This is an optimization exercise on Yosys and OpenROAD, whose aim is small area, not a production implementation. Only simulation tests tie the RTL to the original design; equivalence was not proved. No driver is modelled on the clock port, so clocking that relies on it looks cheaper here than on a real chip. Power is estimated from default activity; no workload was simulated.

==> build 17: inputs <==
## AVR_109
module AVR_109 (
    input  wire [7:0]  data_in,
    input  wire        ena_in,
    input  wire        clk,
    input  wire        reset_n,
    input  wire [15:0] prog_data_in,
    output wire        prog_mode,
    output wire [15:0] prog_addr,
    output wire [15:0] prog_data,
    output wire        prog_low,
    output wire        prog_high,
    output wire        txd,
    output wire        intercept_mode,
    output wire [7:0]  debug
);
==> module txu, before the edit <==
module txu(input clk, input rst, input tx_avail_d, input [7:0] tx_data_d, output txd, output tx_idle);
   reg [9:0] tx_sr;
   reg [6:0] tx_baud;
   reg       tx_pend;
   wire      tx_hi0   = ~|tx_sr[9:1];
   assign    tx_idle  = tx_hi0 & ~tx_sr[0];
   wire      tx_tick  = (tx_baud == 7'd52);    
   assign    txd = tx_sr[0] | tx_hi0 | tx_pend;
   always @(posedge clk) begin
      tx_pend <= tx_avail_d;
      tx_baud <= (tx_pend || tx_idle || tx_tick) ? 7'd0 : {tx_baud[5:0], ~(tx_baud[6] ^ tx_baud[5])};
      if (rst)
         tx_sr <= 10'd0;
      else if (tx_avail_d)
         tx_sr <= {1'b1, tx_data_d, 1'b0};
      else if (tx_tick)
         tx_sr <= {1'b0, tx_sr[9:1]};
   end
endmodule
==> module eng, before the edit <==
module eng(input clk, input rst, input rx_avail, input [7:0] rx_data, input tx_idle, input [15:0] prog_data_in, output prog_mode, output [15:0] prog_addr, output prog_low, output prog_high, output [4:0] st, output intercept_mode, output reg tx_avail_d, output reg [7:0] tx_data_d);
   reg [4:0]  s;
   reg [4:0]  s_n;
   reg [7:0]  cnt;
   reg [15:0] addr;
   reg        pm;
   wire A = rx_avail, K = tx_idle;
   wire [7:0] r = rx_data;
   wire cz = (cnt == 8'd0);
   assign st = s;
   assign prog_addr = {1'b0, addr[15:1]};
   assign prog_mode = pm;
   assign intercept_mode = s[4] | s[3] | s[2] | s[1];
   wire s_inact = (s == 5'd0);
   wire s_att   = (s == 5'd1);
   wire s_idle  = (s == 5'd2);
   wire s_ahi   = (s == 5'd13);
   wire s_alo   = (s == 5'd14);
   wire s_clo   = (s == 5'd17) | (s == 5'd25);
   wire s_pget  = (s == 5'd19);
   wire s_put   = (s == 5'd20) | (s == 5'd28);
   wire s_rget  = (s == 5'd27);
   wire is1b = (r == 8'h1b);
   wire isaa = (r == 8'haa);
   wire is00 = (r == 8'h00);
   wire is46 = (r == 8'h46);
   wire att_ok = cnt[0] ? isaa : is1b;      
   wire strobe = s_pget & A;
   assign prog_low  = strobe & ~addr[0];
   assign prog_high = strobe & addr[0];
   wire inc = s_put;
   wire ldhi = s_ahi & A, ldlo = s_alo & A;
   reg  [15:0] c, t;                   
   integer i;
   always @(*) begin
      c[0] = 1'b1;
      for (i = 1; i < 16; i = i + 1) c[i] = c[i-1] & addr[i-1];
      t = inc ? c : 16'd0;
   end
   wire [15:0] addr_n = {ldhi ? r : addr[15:8] ^ t[15:8], ldlo ? r : addr[7:0] ^ t[7:0]};
   wire dec = (s_att & A & att_ok) | strobe | (s_rget & K);
   wire ldc = s_clo & A;
   reg  [7:0] z, b;                    
   always @(*) begin
      z[0] = 1'b1;
      for (i = 1; i < 8; i = i + 1) z[i] = z[i-1] & ~cnt[i-1];
      b = dec ? z : 8'd0;
   end
   wire [7:0] cnt_n = s_inact ? 8'd5 : ldc ? r : cnt ^ b;
   reg [4:0] nx;
   reg       adv;
   always @(*) begin
      case (s)
        5'd0:  adv = A & is1b;
        5'd1:  adv = A;
        5'd2:  adv = A & ~((r == 8'h0a) | is1b);
        5'd3, 5'd4, 5'd5, 5'd6, 5'd7, 5'd8, 5'd9, 5'd10, 5'd12, 5'd21, 5'd22, 5'd27: adv = K;
        5'd20, 5'd28: adv = 1'b1;
        default: adv = A;
      endcase
      tx_avail_d = K & ((s >= 5'd3 && s <= 5'd10) || s == 5'd12 || s == 5'd21 || s == 5'd27);
      case (s)
        5'd0:  nx = 5'd1;
        5'd1:  nx = ~att_ok ? 5'd0 : cz ? 5'd2 : 5'd1;
        5'd2:  case (r)
                        8'h41: nx = 5'd13;
                        8'h42: nx = 5'd16;
                        8'h45: nx = 5'd21;
                        8'h4c, 8'h50: nx = 5'd12;
                        8'h54: nx = 5'd11;
                        8'h56: nx = 5'd4;
                        8'h61: nx = 5'd6;
                        8'h62: nx = 5'd7;
                        8'h67: nx = 5'd24;
                        8'h74: nx = 5'd10;
                        default: nx = 5'd3;
                      endcase
        5'd3, 5'd5, 5'd6, 5'd9, 5'd10, 5'd12: nx = 5'd2;
        5'd22: nx = 5'd0;
        5'd11, 5'd14: nx = 5'd12;
        5'd16, 5'd24: nx = is00 ? s + 5'd1 : 5'd3;
        5'd18: nx = ~is46 ? 5'd3 : cz ? 5'd12 : 5'd19;
        5'd26: nx = ~is46 ? 5'd3 : cz ? 5'd2 : 5'd27;
        5'd20: nx = cz ? 5'd12 : 5'd19;
        5'd28: nx = cz ? 5'd2 : 5'd27;
        default: nx = s + 5'd1;
      endcase
      s_n = adv ? nx : s;
   end
   always @(*) begin
      case (s)
        5'd3:  tx_data_d = 8'h3f;
        5'd4:  tx_data_d = 8'h31;
        5'd5:  tx_data_d = 8'h30;
        5'd6, 5'd7: tx_data_d = 8'h59;
        5'd9:  tx_data_d = 8'hff;
        5'd12, 5'd21: tx_data_d = 8'h0d;
        5'd27: tx_data_d = addr[0] ? prog_data_in[15:8] : prog_data_in[7:0];
        default: tx_data_d = 8'h00;
      endcase
   end
   wire pm_n = s_inact ? 1'b0 : (s_idle & A & (r == 8'h50)) ? 1'b1 : (s_idle & A & (r == 8'h4c)) ? 1'b0 : pm;
   always @(posedge clk) begin
      cnt <= cnt_n;
      if (rst) begin
         s <= 5'd0; addr <= 16'd0; pm <= 1'b0;
      end else begin
         s <= s_n; addr <= addr_n; pm <= pm_n;
      end
   end
endmodule
==> flow/config.mk <==
export PLATFORM = sky130hd
export DESIGN_NAME = AVR_109
export DESIGN_NICKNAME = AVR_109
export VERILOG_FILES = /design/flow/design.v
export SDC_FILE = /design/flow/constraint.sdc
export NUM_CORES = 4
export LEC_CHECK = 0
export CAP_MARGIN = 20
export CORE_MARGIN = 2
export CORE_UTILIZATION = 65
export GPL_TIMING_DRIVEN = 0
export SLEW_MARGIN = 20
==> flow/constraint.sdc <==
create_clock -name core_clock -period 4.0 [get_ports {clk}]
set_input_delay 0.8000 -clock core_clock [delete_from_list [all_inputs] [get_ports {clk}]]
set_output_delay 0.8000 -clock core_clock [all_outputs]
set_load 0.01 [all_outputs]
standard.sh (not shown) runs the stock make flow with config.mk's settings and CLKGATE_MAP_FILE= SYNTH_SCRIPT=/design/flow/synth_recipe.tcl, a recipe that flattens the netlist after the stock synthesis.
==> flow/flow/run.sh <==
#!/bin/bash
set -euo pipefail
W=$(pwd)
R=$W/orfs/results/$FLOW_PLATFORM/AVR_109/base
bash standard.sh synth > synth.log 2>&1
cp $R/1_2_yosys.v $W/std_1_2_yosys.v
LIB=$FLOW_HOME/platforms/$FLOW_PLATFORM/lib/sky130_fd_sc_hd__tt_025C_1v80.lib
# ABC's deep synthesis is randomised: run it with four seeds at once and keep
# the smallest netlist.
for S in 0 1 2 3; do
  sed "s/&deepsyn /\&deepsyn -S $S /" $W/flow/resyn.abc > $W/resyn_$S.abc
  RESYN_LIB=$LIB RESYN_NOINSBUF=1 RESYN_NET=$W/std_1_2_yosys.v RESYN_OUT=$W/resyn_$S.v \
  RESYN_ABC=$W/resyn_$S.abc \
  RESYN_DONT_USE="sky130_fd_sc_hd__lpflow_bleeder_1 sky130_fd_sc_hd__lpflow_clkbufkapwr_1 sky130_fd_sc_hd__lpflow_clkbufkapwr_16 sky130_fd_sc_hd__lpflow_clkbufkapwr_2 sky130_fd_sc_hd__lpflow_clkbufkapwr_4 sky130_fd_sc_hd__lpflow_clkbufkapwr_8 sky130_fd_sc_hd__lpflow_clkinvkapwr_1 sky130_fd_sc_hd__lpflow_clkinvkapwr_16 sky130_fd_sc_hd__lpflow_clkinvkapwr_2 sky130_fd_sc_hd__lpflow_clkinvkapwr_4 sky130_fd_sc_hd__lpflow_clkinvkapwr_8 sky130_fd_sc_hd__lpflow_decapkapwr_12 sky130_fd_sc_hd__lpflow_decapkapwr_3 sky130_fd_sc_hd__lpflow_decapkapwr_4 sky130_fd_sc_hd__lpflow_decapkapwr_6 sky130_fd_sc_hd__lpflow_decapkapwr_8 sky130_fd_sc_hd__lpflow_inputiso0n_1 sky130_fd_sc_hd__lpflow_inputiso0p_1 sky130_fd_sc_hd__lpflow_inputiso1n_1 sky130_fd_sc_hd__lpflow_inputiso1p_1 sky130_fd_sc_hd__lpflow_inputisolatch_1 sky130_fd_sc_hd__lpflow_isobufsrc_1 sky130_fd_sc_hd__lpflow_isobufsrc_16 sky130_fd_sc_hd__lpflow_isobufsrc_2 sky130_fd_sc_hd__lpflow_isobufsrc_4 sky130_fd_sc_hd__lpflow_isobufsrc_8 sky130_fd_sc_hd__lpflow_isobufsrckapwr_16 sky130_fd_sc_hd__lpflow_lsbuf_lh_hl_isowell_tap_1 sky130_fd_sc_hd__lpflow_lsbuf_lh_hl_isowell_tap_2 sky130_fd_sc_hd__lpflow_lsbuf_lh_hl_isowell_tap_4 sky130_fd_sc_hd__lpflow_lsbuf_lh_isowell_4 sky130_fd_sc_hd__lpflow_lsbuf_lh_isowell_tap_1 sky130_fd_sc_hd__lpflow_lsbuf_lh_isowell_tap_2 sky130_fd_sc_hd__lpflow_lsbuf_lh_isowell_tap_4 sky130_fd_sc_hd__probe_p_8 sky130_fd_sc_hd__probec_p_8 " \
    yosys -c $W/flow/resyn.tcl > resyn_$S.log 2>&1 &
done
wait
best=""; best_area=""
for S in 0 1 2 3; do
  [[ -s $W/resyn_$S.v ]] || continue
  a=$(python3 $W/flow/area.py $LIB $W/resyn_$S.v) || continue
  echo "seed $S area $a" >> resyn_pick.log
  if [[ -z "$best" ]] || python3 -c "import sys; sys.exit(0 if $a < $best_area else 1)"; then
    best=$S; best_area=$a
  fi
done
echo "picked seed $best" >> resyn_pick.log
cp $W/resyn_$best.v $W/resyn_1_2_yosys.v
cp $W/resyn_1_2_yosys.v $R/1_2_yosys.v
rm -f $R/1_synth.odb
bash standard.sh \
  'BUFFER_PORTS_ARGS=-buffer_cell sky130_fd_sc_hd__buf_1' \
  "POST_CTS_TCL=$W/flow/post_cts.tcl" \
  'CTS_ARGS=-sink_clustering_enable -repair_clock_nets -buf_list sky130_fd_sc_hd__clkbuf_8 -dont_use_dummy_load -sink_clustering_size 30' \
  finish > layout.log 2>&1
==> flow/flow/resyn.tcl <==
# Re-map the combinational logic of ORFS's synthesis netlist with a stronger
# ABC script. Registers (and their instance names) are kept as they are.
yosys -import
set lib $::env(RESYN_LIB)
set net $::env(RESYN_NET)
set out $::env(RESYN_OUT)
set abcs $::env(RESYN_ABC)
read_liberty -ignore_miss_func $lib
foreach m [list sky130_fd_sc_hd__dfxtp_1 sky130_fd_sc_hd__edfxtp_1 sky130_fd_sc_hd__dfxtp_2 sky130_fd_sc_hd__dfxtp_4 sky130_fd_sc_hd__dfrtp_1 sky130_fd_sc_hd__dfstp_1] {
  setattr -mod -set blackbox 1 $m
}
read_verilog $net
hierarchy -top AVR_109
flatten
yosys rename -hide w:_*_.*
opt -purge
set du {}
foreach c $::env(RESYN_DONT_USE) { lappend du -dont_use $c }
abc -liberty $lib {*}$du -script $abcs
setundef -zero
splitnets
opt_clean -purge
hilomap -singleton -hicell sky130_fd_sc_hd__conb_1 HI -locell sky130_fd_sc_hd__conb_1 LO
if {![info exists ::env(RESYN_NOINSBUF)]} { insbuf -buf sky130_fd_sc_hd__buf_1 A X }
opt_clean -purge
select AVR_109
write_verilog -noattr -nohex -nodec -selected $out
select -clear
tee -o /dev/stdout stat
Other scripts of this flow, unchanged in this note and not shown: flow/flow/area.py, flow/flow/post_cts.tcl, flow/flow/resyn.abc
==> build 39 (differences from build 17) <==
--- a/flow/design.v
+++ b/flow/design.v
@@ -92,3 +92,3 @@
    reg [6:0] tx_baud;
-   reg       tx_pend;
+   wire      tx_pend  = (tx_baud == 7'd64);   
    wire      tx_hi0   = ~|tx_sr[9:1];
@@ -98,4 +98,8 @@
    always @(posedge clk) begin
-      tx_pend <= tx_avail_d;
-      tx_baud <= (tx_pend || tx_idle || tx_tick) ? 7'd0 : {tx_baud[5:0], ~(tx_baud[6] ^ tx_baud[5])};
+      if (tx_avail_d)
+         tx_baud <= 7'd64;
+      else if (tx_idle || tx_tick)
+         tx_baud <= 7'd0;
+      else
+         tx_baud <= {tx_baud[5:0], ~(tx_baud[6] ^ tx_baud[5])};
       if (rst)
@@ -156,3 +160,3 @@
    end
-   wire [7:0] cnt_n = s_inact ? 8'd5 : ldc ? r : cnt ^ b;
+   wire [7:0] cnt_n = s_inact ? {cnt[7:3] ^ b[7:3], 3'd5} : ldc ? r : cnt ^ b;
    reg [4:0] nx;
@@ -171,3 +175,3 @@
         5'd0:  nx = 5'd1;
-        5'd1:  nx = ~att_ok ? 5'd0 : cz ? 5'd2 : 5'd1;
+        5'd1:  nx = ~att_ok ? 5'd0 : z[3] ? 5'd2 : 5'd1;
         5'd2:  case (r)
==> flow/flow/run.sh (replaced) <==
#!/bin/bash
set -euo pipefail
W=$(pwd)
R=$W/orfs/results/$FLOW_PLATFORM/AVR_109/base
bash standard.sh synth > synth.log 2>&1
cp $R/1_2_yosys.v $W/std_1_2_yosys.v
LIB=$FLOW_HOME/platforms/$FLOW_PLATFORM/lib/sky130_fd_sc_hd__tt_025C_1v80.lib
# ABC's deep synthesis is randomised: try four seeds, each with and without a
# final don't-care (mfs2) pass, four at a time, and keep the smallest netlist.
try() {  # try NAME SCRIPT SEED
  sed "s/&deepsyn /\\&deepsyn -S $3 /" $W/flow/$2 > $W/resyn_$1.abc
  RESYN_LIB=$LIB RESYN_NOINSBUF=1 RESYN_NET=$W/std_1_2_yosys.v RESYN_OUT=$W/resyn_$1.v \
  RESYN_ABC=$W/resyn_$1.abc \
  RESYN_DONT_USE="sky130_fd_sc_hd__lpflow_bleeder_1 sky130_fd_sc_hd__lpflow_clkbufkapwr_1 sky130_fd_sc_hd__lpflow_clkbufkapwr_16 sky130_fd_sc_hd__lpflow_clkbufkapwr_2 sky130_fd_sc_hd__lpflow_clkbufkapwr_4 sky130_fd_sc_hd__lpflow_clkbufkapwr_8 sky130_fd_sc_hd__lpflow_clkinvkapwr_1 sky130_fd_sc_hd__lpflow_clkinvkapwr_16 sky130_fd_sc_hd__lpflow_clkinvkapwr_2 sky130_fd_sc_hd__lpflow_clkinvkapwr_4 sky130_fd_sc_hd__lpflow_clkinvkapwr_8 sky130_fd_sc_hd__lpflow_decapkapwr_12 sky130_fd_sc_hd__lpflow_decapkapwr_3 sky130_fd_sc_hd__lpflow_decapkapwr_4 sky130_fd_sc_hd__lpflow_decapkapwr_6 sky130_fd_sc_hd__lpflow_decapkapwr_8 sky130_fd_sc_hd__lpflow_inputiso0n_1 sky130_fd_sc_hd__lpflow_inputiso0p_1 sky130_fd_sc_hd__lpflow_inputiso1n_1 sky130_fd_sc_hd__lpflow_inputiso1p_1 sky130_fd_sc_hd__lpflow_inputisolatch_1 sky130_fd_sc_hd__lpflow_isobufsrc_1 sky130_fd_sc_hd__lpflow_isobufsrc_16 sky130_fd_sc_hd__lpflow_isobufsrc_2 sky130_fd_sc_hd__lpflow_isobufsrc_4 sky130_fd_sc_hd__lpflow_isobufsrc_8 sky130_fd_sc_hd__lpflow_isobufsrckapwr_16 sky130_fd_sc_hd__lpflow_lsbuf_lh_hl_isowell_tap_1 sky130_fd_sc_hd__lpflow_lsbuf_lh_hl_isowell_tap_2 sky130_fd_sc_hd__lpflow_lsbuf_lh_hl_isowell_tap_4 sky130_fd_sc_hd__lpflow_lsbuf_lh_isowell_4 sky130_fd_sc_hd__lpflow_lsbuf_lh_isowell_tap_1 sky130_fd_sc_hd__lpflow_lsbuf_lh_isowell_tap_2 sky130_fd_sc_hd__lpflow_lsbuf_lh_isowell_tap_4 sky130_fd_sc_hd__probe_p_8 sky130_fd_sc_hd__probec_p_8 " \
    yosys -c $W/flow/resyn.tcl > resyn_$1.log 2>&1
}
for S in 0 1 2 3; do try p$S resyn.abc $S & done; wait
for S in 0 1 2 3; do try m$S resyn_mfs.abc $S & done; wait
best=""; best_area=""
for N in p0 p1 p2 p3 m0 m1 m2 m3; do
  [[ -s $W/resyn_$N.v ]] || continue
  a=$(python3 $W/flow/area.py $LIB $W/resyn_$N.v) || continue
  echo "$N area $a" >> resyn_pick.log
  if [[ -z "$best" ]] || python3 -c "import sys; sys.exit(0 if $a < $best_area else 1)"; then
    best=$N; best_area=$a
  fi
done
echo "picked $best" >> resyn_pick.log
cp $W/resyn_$best.v $W/resyn_1_2_yosys.v
cp $W/resyn_1_2_yosys.v $R/1_2_yosys.v
rm -f $R/1_synth.odb
bash standard.sh \
  'BUFFER_PORTS_ARGS=-buffer_cell sky130_fd_sc_hd__buf_1' \
  "POST_CTS_TCL=$W/flow/post_cts.tcl" \
  'CTS_ARGS=-sink_clustering_enable -repair_clock_nets -buf_list sky130_fd_sc_hd__clkbuf_8 -dont_use_dummy_load -sink_clustering_size 30' \
  finish > layout.log 2>&1
==> flow/flow/resyn_mfs.abc (new file) <==
strash
&get -n
&deepsyn -T 30
&put
dch -f
amap
mfs2 -a
strash
dch -f
amap
topo
==> build 66 (differences from build 17) <==
--- a/flow/design.v
+++ b/flow/design.v
@@ -92,3 +92,3 @@
    reg [6:0] tx_baud;
-   reg       tx_pend;
+   wire      tx_pend  = (tx_baud == 7'd64);   
    wire      tx_hi0   = ~|tx_sr[9:1];
@@ -98,4 +98,8 @@
    always @(posedge clk) begin
-      tx_pend <= tx_avail_d;
-      tx_baud <= (tx_pend || tx_idle || tx_tick) ? 7'd0 : {tx_baud[5:0], ~(tx_baud[6] ^ tx_baud[5])};
+      if (tx_avail_d)
+         tx_baud <= 7'd64;
+      else if (tx_idle || tx_tick)
+         tx_baud <= 7'd0;
+      else
+         tx_baud <= {tx_baud[5:0], ~(tx_baud[6] ^ tx_baud[5])};
       if (rst)
@@ -156,3 +160,3 @@
    end
-   wire [7:0] cnt_n = s_inact ? 8'd5 : ldc ? r : cnt ^ b;
+   wire [7:0] cnt_n = s_inact ? {cnt[7:3] ^ b[7:3], 3'd5} : ldc ? r : cnt ^ b;
    reg [4:0] nx;
@@ -171,3 +175,3 @@
         5'd0:  nx = 5'd1;
-        5'd1:  nx = ~att_ok ? 5'd0 : cz ? 5'd2 : 5'd1;
+        5'd1:  nx = ~att_ok ? 5'd0 : z[3] ? 5'd2 : 5'd1;
         5'd2:  case (r)
==> flow/flow/run.sh (replaced) <==
#!/bin/bash
set -euo pipefail
W=$(pwd)
R=$W/orfs/results/$FLOW_PLATFORM/AVR_109/base
bash standard.sh synth > synth.log 2>&1
cp $R/1_2_yosys.v $W/std_1_2_yosys.v
LIB=$FLOW_HOME/platforms/$FLOW_PLATFORM/lib/sky130_fd_sc_hd__tt_025C_1v80.lib
# ABC's deep synthesis is randomised: try eight seeds, each with and without a
# final don't-care (mfs2) pass, four at a time, and keep the smallest netlist.
try() {  # try NAME SCRIPT SEED
  sed "s/&deepsyn /\\&deepsyn -S $3 /" $W/flow/$2 > $W/resyn_$1.abc
  RESYN_LIB=$LIB RESYN_NOINSBUF=1 RESYN_NET=$W/std_1_2_yosys.v RESYN_OUT=$W/resyn_$1.v \
  RESYN_ABC=$W/resyn_$1.abc \
  RESYN_DONT_USE="sky130_fd_sc_hd__lpflow_bleeder_1 sky130_fd_sc_hd__lpflow_clkbufkapwr_1 sky130_fd_sc_hd__lpflow_clkbufkapwr_16 sky130_fd_sc_hd__lpflow_clkbufkapwr_2 sky130_fd_sc_hd__lpflow_clkbufkapwr_4 sky130_fd_sc_hd__lpflow_clkbufkapwr_8 sky130_fd_sc_hd__lpflow_clkinvkapwr_1 sky130_fd_sc_hd__lpflow_clkinvkapwr_16 sky130_fd_sc_hd__lpflow_clkinvkapwr_2 sky130_fd_sc_hd__lpflow_clkinvkapwr_4 sky130_fd_sc_hd__lpflow_clkinvkapwr_8 sky130_fd_sc_hd__lpflow_decapkapwr_12 sky130_fd_sc_hd__lpflow_decapkapwr_3 sky130_fd_sc_hd__lpflow_decapkapwr_4 sky130_fd_sc_hd__lpflow_decapkapwr_6 sky130_fd_sc_hd__lpflow_decapkapwr_8 sky130_fd_sc_hd__lpflow_inputiso0n_1 sky130_fd_sc_hd__lpflow_inputiso0p_1 sky130_fd_sc_hd__lpflow_inputiso1n_1 sky130_fd_sc_hd__lpflow_inputiso1p_1 sky130_fd_sc_hd__lpflow_inputisolatch_1 sky130_fd_sc_hd__lpflow_isobufsrc_1 sky130_fd_sc_hd__lpflow_isobufsrc_16 sky130_fd_sc_hd__lpflow_isobufsrc_2 sky130_fd_sc_hd__lpflow_isobufsrc_4 sky130_fd_sc_hd__lpflow_isobufsrc_8 sky130_fd_sc_hd__lpflow_isobufsrckapwr_16 sky130_fd_sc_hd__lpflow_lsbuf_lh_hl_isowell_tap_1 sky130_fd_sc_hd__lpflow_lsbuf_lh_hl_isowell_tap_2 sky130_fd_sc_hd__lpflow_lsbuf_lh_hl_isowell_tap_4 sky130_fd_sc_hd__lpflow_lsbuf_lh_isowell_4 sky130_fd_sc_hd__lpflow_lsbuf_lh_isowell_tap_1 sky130_fd_sc_hd__lpflow_lsbuf_lh_isowell_tap_2 sky130_fd_sc_hd__lpflow_lsbuf_lh_isowell_tap_4 sky130_fd_sc_hd__probe_p_8 sky130_fd_sc_hd__probec_p_8 " \
    yosys -c $W/flow/resyn.tcl > resyn_$1.log 2>&1
}
for S in 0 1 2 3; do try p$S resyn.abc $S & done; wait
for S in 0 1 2 3; do try m$S resyn_mfs.abc $S & done; wait
for S in 4 5 6 7; do try p$S resyn.abc $S & done; wait
for S in 4 5 6 7; do try m$S resyn_mfs.abc $S & done; wait
best=""; best_area=""
for N in p0 p1 p2 p3 p4 p5 p6 p7 m0 m1 m2 m3 m4 m5 m6 m7; do
  [[ -s $W/resyn_$N.v ]] || continue
  a=$(python3 $W/flow/area.py $LIB $W/resyn_$N.v) || continue
  echo "$N area $a" >> resyn_pick.log
  if [[ -z "$best" ]] || python3 -c "import sys; sys.exit(0 if $a < $best_area else 1)"; then
    best=$N; best_area=$a
  fi
done
echo "picked $best" >> resyn_pick.log
cp $W/resyn_$best.v $W/resyn_1_2_yosys.v
cp $W/resyn_1_2_yosys.v $R/1_2_yosys.v
rm -f $R/1_synth.odb
bash standard.sh \
  'BUFFER_PORTS_ARGS=-buffer_cell sky130_fd_sc_hd__buf_1' \
  "POST_CTS_TCL=$W/flow/post_cts.tcl" \
  'CTS_ARGS=-sink_clustering_enable -repair_clock_nets -buf_list sky130_fd_sc_hd__clkbuf_8 -dont_use_dummy_load -sink_clustering_size 30' \
  finish > layout.log 2>&1
==> flow/flow/resyn_mfs.abc (new file) <==
strash
&get -n
&deepsyn -T 30
&put
dch -f
amap
mfs2 -a
strash
dch -f
amap
topo
==> notes.md <==
| metric | build 39 | build 17 | build 66 |
|---|---|---|---|
| Final worst hold slack | 402 ps | 399 ps | 402 ps |
| Met1 Track Usage GR | 0.386 | 0.411 | 0.386 |
| Fraction of standard cell area in multi-input logic | 0.430 | 0.419 | 0.430 |
| Final layout net count | 598 | 614 | 598 |
| NetSw | 329 uW | 528 uW | 329 uW |
| Status | finished clean | finished clean | finished clean |
| Area grow syn2layout | 11.8% | 12.9% | 11.8% |
| Int Pwr | 1030 uW | 1180 uW | 1030 uW |
| Switching power as a share of total power | 0.243 | 0.309 | 0.243 |
| Max-slew headroom | 0.446 | 0.487 | 0.446 |
| Inverter count | 58 | 71 | 58 |
| Static power due to leakage | 0.00140 uW | 0.00147 uW | 0.00140 uW |
| Sequential portion of the cell area | 0.416 | 0.408 | 0.416 |
| Flop-to-flop setup slack | 250 ps | 370 ps | 250 ps |
| Slowest-stage cell, CP | sky130_fd_sc_hd__dfxtp_4 | sky130_fd_sc_hd__dfxtp_2 | sky130_fd_sc_hd__dfxtp_4 |
| End point of the worst hold path | u_ut.ut_cnt[1] | u_ut.ut_cnt[4] | u_ut.ut_cnt[1] |

## re-timing with driven ports
How much do the figures lean on ideal ports? The routed layouts below were timed once more, with nothing changed but the port constraints.
Step 1: set_driving_cell puts a clkbuf_16 on clk and a buf_2 on each other input, an assumption about the parent block.
Step 2, shift: input delay + t, output delay - t, t = (earliest + latest rising clock arrival at the registers) / 2. This alone moves slack from input paths to output paths.
a / b / c = no drivers / after step 1 / after step 2; a / b = the first two.
run	shift t [ns]	slack for setup (ns)	latest minus earliest clock arrival (ns)
build 17	0.541	0.370 / 0.370 / 0.370	0.036 / 0.036
build 39	0.529	0.248 / 0.248 / 0.248	0.028 / 0.028
build 66	0.529	0.248 / 0.248 / 0.248	0.028 / 0.028
After both steps setup and hold are still met in every run listed.
